Context: an optimization exercise on an open-source flow, tuned for small area. The choices shown serve that exercise and are no tape-out recipe. In this exercise RTL edits were held to simulation tests only and were not proved equivalent to the original.

Design FIR2, start of the top module:
module FIR2 (X, clk, Y, reset);
   input  [11:0] X;
   input  clk;
   output [13:0] Y;
   input  reset;
   reg [13:0] Y;
   reg [11:0] d1, d2, d3, d4, d5, d6, d7, d8, d9, d10, d11, d12, d13, d14, d15, d16, d17, d18, d19, d20, d21, d22, d23, d24, d25, d26, d27, d28, d29, d30, d31, d32, d33, d34, d35, d36, d37, d38, d39, d40, d41, d42, d43, d44, d45, d46, d47, d48, d49, d50, d51, d52, d53, d54, d55, d56, d57, d58;
   always @(posedge clk) begin
      d1 <= X;
      d2 <= d1;
      d3 <= d2;
      d4 <= d3;
      d5 <= d4;
      d6 <= d5;
      d7 <= d6;
      d8 <= d7;
      d9 <= d8;
      d10 <= d9;
      d11 <= d10;
      d12 <= d11;
      d13 <= d12;
      d14 <= d13;
      d15 <= d14;
      d16 <= d15;
      d17 <= d16;
      d18 <= d17;
      d19 <= d18;
      d20 <= d19;
      d21 <= d20;
      d22 <= d21;
      d23 <= d22;
      d24 <= d23;
      d25 <= d24;
      d26 <= d25;
      d27 <= d26;
      d28 <= d27;
  ...
Size in the first run: about 2,200 cells after synthesis, roughly 28 I/O pins.
==> flow/config.mk <==
export PLATFORM = sky130hd
export DESIGN_NAME = FIR2
export DESIGN_NICKNAME = FIR2
export VERILOG_FILES = /design/flow/design.v
export SDC_FILE = /design/flow/constraint.sdc
export NUM_CORES = 4
export LEC_CHECK = 0
export CAP_MARGIN = 20
export CORE_MARGIN = 2
export CORE_UTILIZATION = 40
export CTS_CLUSTER_DIAMETER = 80
export CTS_CLUSTER_SIZE = 20
export SLEW_MARGIN = 20
export SYNTH_HIERARCHICAL = 1
==> flow/constraint.sdc <==
create_clock -name core_clock -period 15.0 [get_ports {clk}]
set_input_delay 3.0000 -clock core_clock [delete_from_list [all_inputs] [get_ports {clk}]]
set_output_delay 3.0000 -clock core_clock [all_outputs]
set_load 0.01 [all_outputs]
run.sh (not shown) runs the stock make flow with config.mk's settings and CLKGATE_MAP_FILE= SYNTH_SCRIPT=/design/flow/synth_recipe.tcl, a recipe that flattens the netlist after the stock synthesis.
The starting point finished with timing, DRC and antenna clean.
Next try:
--- a/flow/config.mk
+++ b/flow/config.mk
@@ -10,2 +10,3 @@
-export CORE_UTILIZATION = 40
-export CTS_CLUSTER_DIAMETER = 80
+export CORE_UTILIZATION = 65
+export CTS_BUF_LIST = sky130_fd_sc_hd__clkbuf_8
+export CTS_CLUSTER_DIAMETER = 60
After rerunning:
- The changed run completed without violations
- final cell count falls by 11%
- count of clock-buffer cells in the layout rises by 2
- design area falls by 2.1%
- register-to-register slack gains 0.18 ns
- die area falls by 38%
- via count rises by 5.3%
- worst hold slack gains 0.0042 ns
Next try:
--- a/flow/config.mk
+++ b/flow/config.mk
@@ -10,4 +10,3 @@
-export CORE_UTILIZATION = 65
-export CTS_BUF_LIST = sky130_fd_sc_hd__clkbuf_8
-export CTS_CLUSTER_DIAMETER = 60
-export CTS_CLUSTER_SIZE = 20
+export CORE_UTILIZATION = 40
+export CTS_CLUSTER_DIAMETER = 90
+export CTS_CLUSTER_SIZE = 25
Clock skew came out higher by 0.012 ns.
Cell count came out higher by 13%.
Cell area came out higher by 1.6%.
Via count came out lower by 5.5%.
Hold slack is worse by 0.014 ns.
Worst setup slack is worse by 0.15 ns.
Next try:
--- a/flow/config.mk
+++ b/flow/config.mk
@@ -11,2 +11 @@
-export CTS_CLUSTER_DIAMETER = 90
-export CTS_CLUSTER_SIZE = 25
+export GPL_TIMING_DRIVEN = 0
Effect:
- The new run finished clean
- non-clock buffer count went up by 16
- critical path depth went up by 5
- flip-flop and latch count is unchanged
- first-iteration DRC count went down by about a fifth
- area after synthesis stays the same
- via count went up slightly
- final area went up by a few percent

Another version of the RTL of FIR2 (not shown whole).
Size: about 2200 cells after synthesis, about 28 I/O pins, roughly 33000 µm² of cells after synthesis.
==> flow/design.v (excerpt) <==
module FIR2 (X, clk, Y, reset);
   input  [11:0] X;
   input  clk;
   output [13:0] Y;
   input  reset;
   reg [13:0] Y;
   reg [11:0] d1, d2, d3, d4, d5, d6, d7, d8, d9, d10, d11, d12, d13, d14, d15, d16, d17, d18, d19, d20, d21, d22, d23, d24, d25, d26, d27, d28, d29, d30, d31, d32, d33, d34, d35, d36, d37, d38, d39, d40, d41, d42, d43, d44, d45, d46, d47, d48, d49, d50, d51, d52, d53, d54, d55, d56, d57, d58;
   always @(posedge clk) begin
      d1 <= X;
      d2 <= d1;
      d3 <= d2;
      d4 <= d3;
      d5 <= d4;
      d6 <= d5;
      d7 <= d6;
      d8 <= d7;
      d9 <= d8;
      d10 <= d9;
      d11 <= d10;
      d12 <= d11;
      d13 <= d12;
      d14 <= d13;
      d15 <= d14;
      d16 <= d15;
      d17 <= d16;
      d18 <= d17;
      d19 <= d18;
      d20 <= d19;
      d21 <= d20;
      d22 <= d21;
      d23 <= d22;
      d24 <= d23;
      d25 <= d24;
      d26 <= d25;
      d27 <= d26;
      d28 <= d27;
      d29 <= d28;
      d30 <= d29;
      d31 <= d30;
      d32 <= d31;
      d33 <= d32;
      d34 <= d33;
      d35 <= d34;
  ...
Settings: LEC_CHECK=0, CAP_MARGIN=20, CORE_MARGIN=2, CORE_UTILIZATION=40, CTS_BUF_LIST=sky130_fd_sc_hd__clkbuf_8, CTS_CLUSTER_DIAMETER=60, CTS_CLUSTER_SIZE=16, SLEW_MARGIN=20, SYNTH_HIERARCHICAL=1; clock period 15.0 ns.
Change:
==> flow/flow/run.sh (new file) <==
#!/bin/bash
# Standard ORFS flow (the standard.sh), with the port buffers that
# buffer_ports inserts on every input and output made the smallest buffer.
set -o pipefail
export BUFFER_PORTS_ARGS="-buffer_cell sky130_fd_sc_hd__buf_1"
bash standard.sh > standard_flow.log 2>&1
==> flow/standard.sh (new file) <==
#!/bin/bash
# synth_recipe.tcl (not shown) runs the flow's synth.tcl, then flattens the netlist and writes it again
# the make line also repeats each setting of config.mk as NAME=value (left out here)
make -C /OpenROAD-flow-scripts/flow DESIGN_CONFIG=/design/flow/config.mk WORK_HOME=/design/flow/orfs CLKGATE_MAP_FILE= SYNTH_SCRIPT=/design/flow/synth_recipe.tcl "${@:-finish}"
removed: flow/run.sh
- via count barely changes
- sequential share of layout area climbs by 0.10 points
- wire length is lower slightly
- core utilization came out lower by 0.11 points
- worst setup slack is better by 0.047 ns
- final cell count is about the same
- non-clock buffer count climbs by 1
- die area does not change

port drivers added, routing unchanged:
How much do the figures lean on ideal ports? The routed layouts below were timed once more, with nothing changed but the port constraints. Step 1 sets driving cells, clkbuf_16 on the clock port and buf_2 on the other inputs (assumed; they add their load-dependent delay and slew). Step 2, shift: input delay + t, output delay - t, t = (earliest + latest rising clock arrival at the registers) / 2. This alone moves slack from input paths to output paths. Three values: ideal, step 1, step 2; two values: the first two.
| run | t (ns) | setup WS [ns] | worst hold slack (ns) | worst setup path after step 2 | latest minus earliest clock arrival (ns) |
|---|---|---|---|---|---|
| the first run of note 1 | 0.664 | 1.070 / 1.070 / 1.070 | 0.319 / 0.319 / 0.319 | register to register | 0.025 / 0.026 |
| the second run of note 1 | 0.760 | 1.250 / 1.250 / 1.250 | 0.323 / 0.323 / 0.323 | register to register | 0.041 / 0.041 |
| the third run of note 1 | 0.659 | 1.099 / 1.099 / 1.099 | 0.309 / 0.309 / 0.309 | register to register | 0.045 / 0.045 |
| the fourth run of note 1 | 0.684 | 0.626 / 0.626 / 0.626 | 0.301 / 0.301 / 0.301 | register to register | 0.038 / 0.039 |
| the first run of note 2 | 0.756 | 1.197 / 1.197 / 1.015 | 0.293 / 0.293 / 0.293 | input to register | 0.063 / 0.062 |
| the second run of note 2 | 0.741 | 1.244 / 1.244 / 1.228 | 0.309 / 0.309 / 0.309 | input to register | 0.053 / 0.054 |
After both steps every run listed still meets setup and hold. For the first run of note 2, which loses most, drivers alone change the setup slack by 0.000 ns; drivers and shift together by -0.182 ns.
